From an optimization exercise on the open Yosys and OpenROAD flow, aimed at small area and a short achievable clock period; shortcuts taken in it are not production practice.
In this exercise RTL edits were held to simulation tests only and were not proved equivalent to the original.
Power figures rest on the tool's default switching activity, not on a simulated workload.

## oak
## fifo_sync
module fifo_sync #(
  parameter int WIDTH = 32,
  parameter int DEPTH = 16
)(
  input  logic              clk,
  input  logic              rst_n,
  input  logic              in_valid,
  output logic              in_ready,
  input  logic [WIDTH-1:0]  in_data,
  output logic              out_valid,
  input  logic              out_ready,
  output logic [WIDTH-1:0]  out_data,
  output logic              full,
  output logic              empty,
  output logic [$clog2(DEPTH+1)-1:0] count
);
  localparam int CW = $clog2(DEPTH+1);
  localparam int NS = DEPTH - 1;           
  logic [WIDTH-1:0] mem [NS];
  logic [WIDTH-1:0] head;
  logic [NS-1:0]    wsel;                  
  logic             wsel_n0;               
  logic [NS-1:1]    wsel_hi;
  assign wsel = {wsel_hi, ~wsel_n0};
  logic [NS-1:0]    roh;                   
  logic             roh_n0;                
  logic [NS-1:1]    roh_hi;
  assign roh = {roh_hi, ~roh_n0};
  logic [CW-1:0]    cnt;
  logic             full_r, vld_r, ge2_r;   
  logic push, pop, ram_push, ram_pop, head_en;
  assign push     = in_valid & ~full_r;
  assign pop      = out_ready & vld_r;
  assign ram_push = push & vld_r & ~(~ge2_r & out_ready);
  assign ram_pop  = out_ready & ge2_r;
  assign head_en  = ~vld_r | out_ready;
  logic [NS-1:0] rsel;
  assign rsel = roh & {NS{ge2_r}};
  for (genvar g = 0; g < NS; g++) begin : slot
    logic [WIDTH-1:0] q;
    always_ff @(posedge clk) begin
      if (wsel[g]) q <= in_data;
    end
    assign mem[g] = q;
  end
  logic [WIDTH-1:0] head_d;
  always_comb begin
    head_d = ({WIDTH{~head_en}} & head) |
             ({WIDTH{head_en & ~ge2_r}} & in_data);
    for (int i = 0; i < NS; i++)
      head_d = head_d | ({WIDTH{head_en & rsel[i]}} & mem[i]);
  end
  always_ff @(posedge clk) begin
    head <= head_d;
  end
  always_ff @(posedge clk or negedge rst_n) begin
    if (!rst_n) begin
  ...
Settings: LEC_CHECK=0, CAP_MARGIN=20, CORE_MARGIN=2, CORE_UTILIZATION=62, CTS_CLUSTER_DIAMETER=100, CTS_CLUSTER_SIZE=28, PLACE_DENSITY=0.75, SETUP_SLACK_MARGIN=1.95, SLEW_MARGIN=20; clock period 3.8 ns.
standard.sh (not shown) runs the stock make flow with config.mk's settings and CLKGATE_MAP_FILE= SYNTH_SCRIPT=/design/flow/synth_recipe.tcl, a recipe that flattens the netlist after the stock synthesis.
==> flow/flow/run.sh <==
#!/bin/bash
# The standard layout (the standard.sh: standard synthesis and ORFS flow,
# unchanged), except that the port buffers that ORFS inserts before global
# placement are the smallest buffer instead of ORFS's default choice
# (clkdlybuf4s50_1). Repair still resizes them as timing needs.
set -euo pipefail
export BUFFER_PORTS_ARGS="-buffer_cell sky130_fd_sc_hd__buf_1"
bash standard.sh > standard.log 2>&1
Looking at the reports, oak completed the entire flow and the layout it produced met the timing, design-rule and antenna checks.
Input-level comparison between pine and oak:
# oak
export LEC_CHECK = 0
export CAP_MARGIN = 20
export CORE_MARGIN = 2
export CORE_UTILIZATION = 62
export CTS_CLUSTER_DIAMETER = 100
export CTS_CLUSTER_SIZE = 28
export PLACE_DENSITY = 0.75
export SETUP_SLACK_MARGIN = 1.95
export SLEW_MARGIN = 20
create_clock -name core_clock -period 3.8 [get_ports {clk}]
# pine
export LEC_CHECK = 0
export CAP_MARGIN = 20
export CORE_MARGIN = 2
export CORE_UTILIZATION = 55
export CTS_CLUSTER_DIAMETER = 100
export CTS_CLUSTER_SIZE = 28
export SETUP_SLACK_MARGIN = 1.95
export SLEW_MARGIN = 20
create_clock -name core_clock -period 3.8 [get_ports {clk}]
diff --git a/flow/flow/run.sh b/flow/flow/run.sh
--- a/flow/flow/run.sh
+++ b/flow/flow/run.sh
@@ -4,5 +4,7 @@
 # placement are the smallest buffer instead of ORFS's default choice
-# (clkdlybuf4s50_1). Repair still resizes them as timing needs.
+# (clkdlybuf4s50_1), and ORFS's power recovery after global routing
+# (RECOVER_POWER, percent of paths with positive slack) is on.
 set -euo pipefail
 export BUFFER_PORTS_ARGS="-buffer_cell sky130_fd_sc_hd__buf_1"
+export RECOVER_POWER=10
 bash standard.sh > standard.log 2>&1
==> comparison <==
- Across pine and oak, a clean result was obtained everywhere but in pine.
- Although it ran to completion, pine produced a layout that fails the final checks because of capacitance limit, slew limit.
- Cell count: pine vs oak up about 1.4%
- oak → pine: post-synthesis sequential area ratio flat; sequential cell area in the final layout level; wire length saw an increase; count of endpoints failing setup in the final report held.
- ~same worst setup slack in pine and oak
- Worst max-slew margin expressed relative to the limit (higher): oak
- Between pine and oak, the difference in top achievable clock speed is negligible.
- In the metrics for pine and oak, the one carrying the higher non-clock buffer count is oak.
- Against oak as the reference, pine delivers a higher max capacitance violation total.
- The final layout net count of oak and that of pine are within noise of each other.
### pine -> birch
# pine
export LEC_CHECK = 0
export CAP_MARGIN = 20
export CORE_MARGIN = 2
export CORE_UTILIZATION = 55
export CTS_CLUSTER_DIAMETER = 100
export CTS_CLUSTER_SIZE = 28
export SETUP_SLACK_MARGIN = 1.95
export SLEW_MARGIN = 20
create_clock -name core_clock -period 3.8 [get_ports {clk}]
# birch
export LEC_CHECK = 0
export CAP_MARGIN = 20
export CORE_MARGIN = 2
export CORE_UTILIZATION = 62
export CTS_CLUSTER_DIAMETER = 100
export CTS_CLUSTER_SIZE = 28
export SETUP_SLACK_MARGIN = 1.9
export SLEW_MARGIN = 20
create_clock -name core_clock -period 3.8 [get_ports {clk}]
==> flow/flow/run.sh <==
#!/bin/bash
# The standard layout (the standard.sh: standard synthesis and ORFS flow,
# unchanged), except that the port buffers that ORFS inserts before global
# placement are the smallest buffer instead of ORFS's default choice
# (clkdlybuf4s50_1). Repair still resizes them as timing needs.
set -euo pipefail
export BUFFER_PORTS_ARGS="-buffer_cell sky130_fd_sc_hd__buf_1"
bash standard.sh > standard.log 2>&1
Findings:
Every stage of the flow completed for birch, and the final layout passed the timing, design-rule and antenna checks. As far as count of non-CTS inverters in the layout goes, pine and birch are indistinguishable; the numbers are identical. [compare] base=pine new=birch: core utilization picked up an extra 6.7 points, power in the clock group lost about 2%, final critical-path required period picked up an extra 0.0087 ns, sum of routed wire segments on met1 lost 1000 um, final standard cell area without fillers lost 1.4%. Diff pine -> birch: per-cell via count in the routed design saw an increase; mean area per synthesized cell saw little to no change; power consumed by sequential cells saw little to no change.
Here is what was changed in the inputs of maple compared with birch.
# birch
export LEC_CHECK = 0
export CAP_MARGIN = 20
export CORE_MARGIN = 2
export CORE_UTILIZATION = 62
export CTS_CLUSTER_DIAMETER = 100
export CTS_CLUSTER_SIZE = 28
export SETUP_SLACK_MARGIN = 1.9
export SLEW_MARGIN = 20
create_clock -name core_clock -period 3.8 [get_ports {clk}]
# maple
export LEC_CHECK = 0
export CAP_MARGIN = 20
export CORE_MARGIN = 2
export CORE_UTILIZATION = 55
export CTS_CLUSTER_DIAMETER = 100
export CTS_CLUSTER_SIZE = 28
export SETUP_SLACK_MARGIN = 1.95
export SLEW_MARGIN = 20
create_clock -name core_clock -period 3.8 [get_ports {clk}]
diff --git a/flow/flow/run.sh b/flow/flow/run.sh
--- a/flow/flow/run.sh
+++ b/flow/flow/run.sh
@@ -4,5 +4,7 @@
 # placement are the smallest buffer instead of ORFS's default choice
-# (clkdlybuf4s50_1). Repair still resizes them as timing needs.
+# (clkdlybuf4s50_1), and ORFS's power recovery after global routing
+# (RECOVER_POWER, percent of paths with positive slack) is on.
 set -euo pipefail
 export BUFFER_PORTS_ARGS="-buffer_cell sky130_fd_sc_hd__buf_1"
+export RECOVER_POWER=50
 bash standard.sh > standard.log 2>&1
==> comparison <==
Apart from maple, each of maple and birch ends the flow with a layout that passes the timing, design-rule and antenna checks.
| maple | all stages done | FAIL | capacitance limit, slew limit |
Diff birch -> maple: critical path data required time rose 1.26 ns, sequential portion of the cell area fell 0.84 points, non-clock buffer count rose 7, total chip power rose about 1.8%.
birch reports its worst-path cell with the longest stage delay as sky130_fd_sc_hd__dfrtp_1 while maple reports sky130_fd_sc_hd__clkbuf_1.

## separate check: timing with driven ports
How much do the figures lean on ideal ports? The routed layouts below were timed once more, with nothing changed but the port constraints.
Step 1 (the two cells are an assumption about what drives the block):
set clk [get_ports {clk}]
set_driving_cell -lib_cell sky130_fd_sc_hd__clkbuf_16 $clk
set_driving_cell -lib_cell sky130_fd_sc_hd__buf_2 [delete_from_list [all_inputs] $clk]
Step 2 also shifts input and output timing later by t, the mid clock arrival at the registers, as if the neighbouring blocks saw the same clock.
a / b / c = ideal / step 1 / step 2; a / b = the first two.
run | t (ns) | setup WS [ns] | worst register clock-pin slew, ns
oak | 0.608 | 1.933 / 1.885 / 1.439 | 0.11 / 0.11
pine | 0.619 | 1.933 / 1.879 / 1.337 | 0.11 / 0.11
birch | 0.607 | 1.924 / 1.871 / 1.429 | 0.11 / 0.11
maple | 0.621 | 1.557 / 1.577 / 0.956 | 0.11 / 0.11
For maple, which loses most, drivers alone change the setup slack by +0.020 ns; drivers and shift together by -0.601 ns. The worst setup slack also covers recovery checks on asynchronous resets.
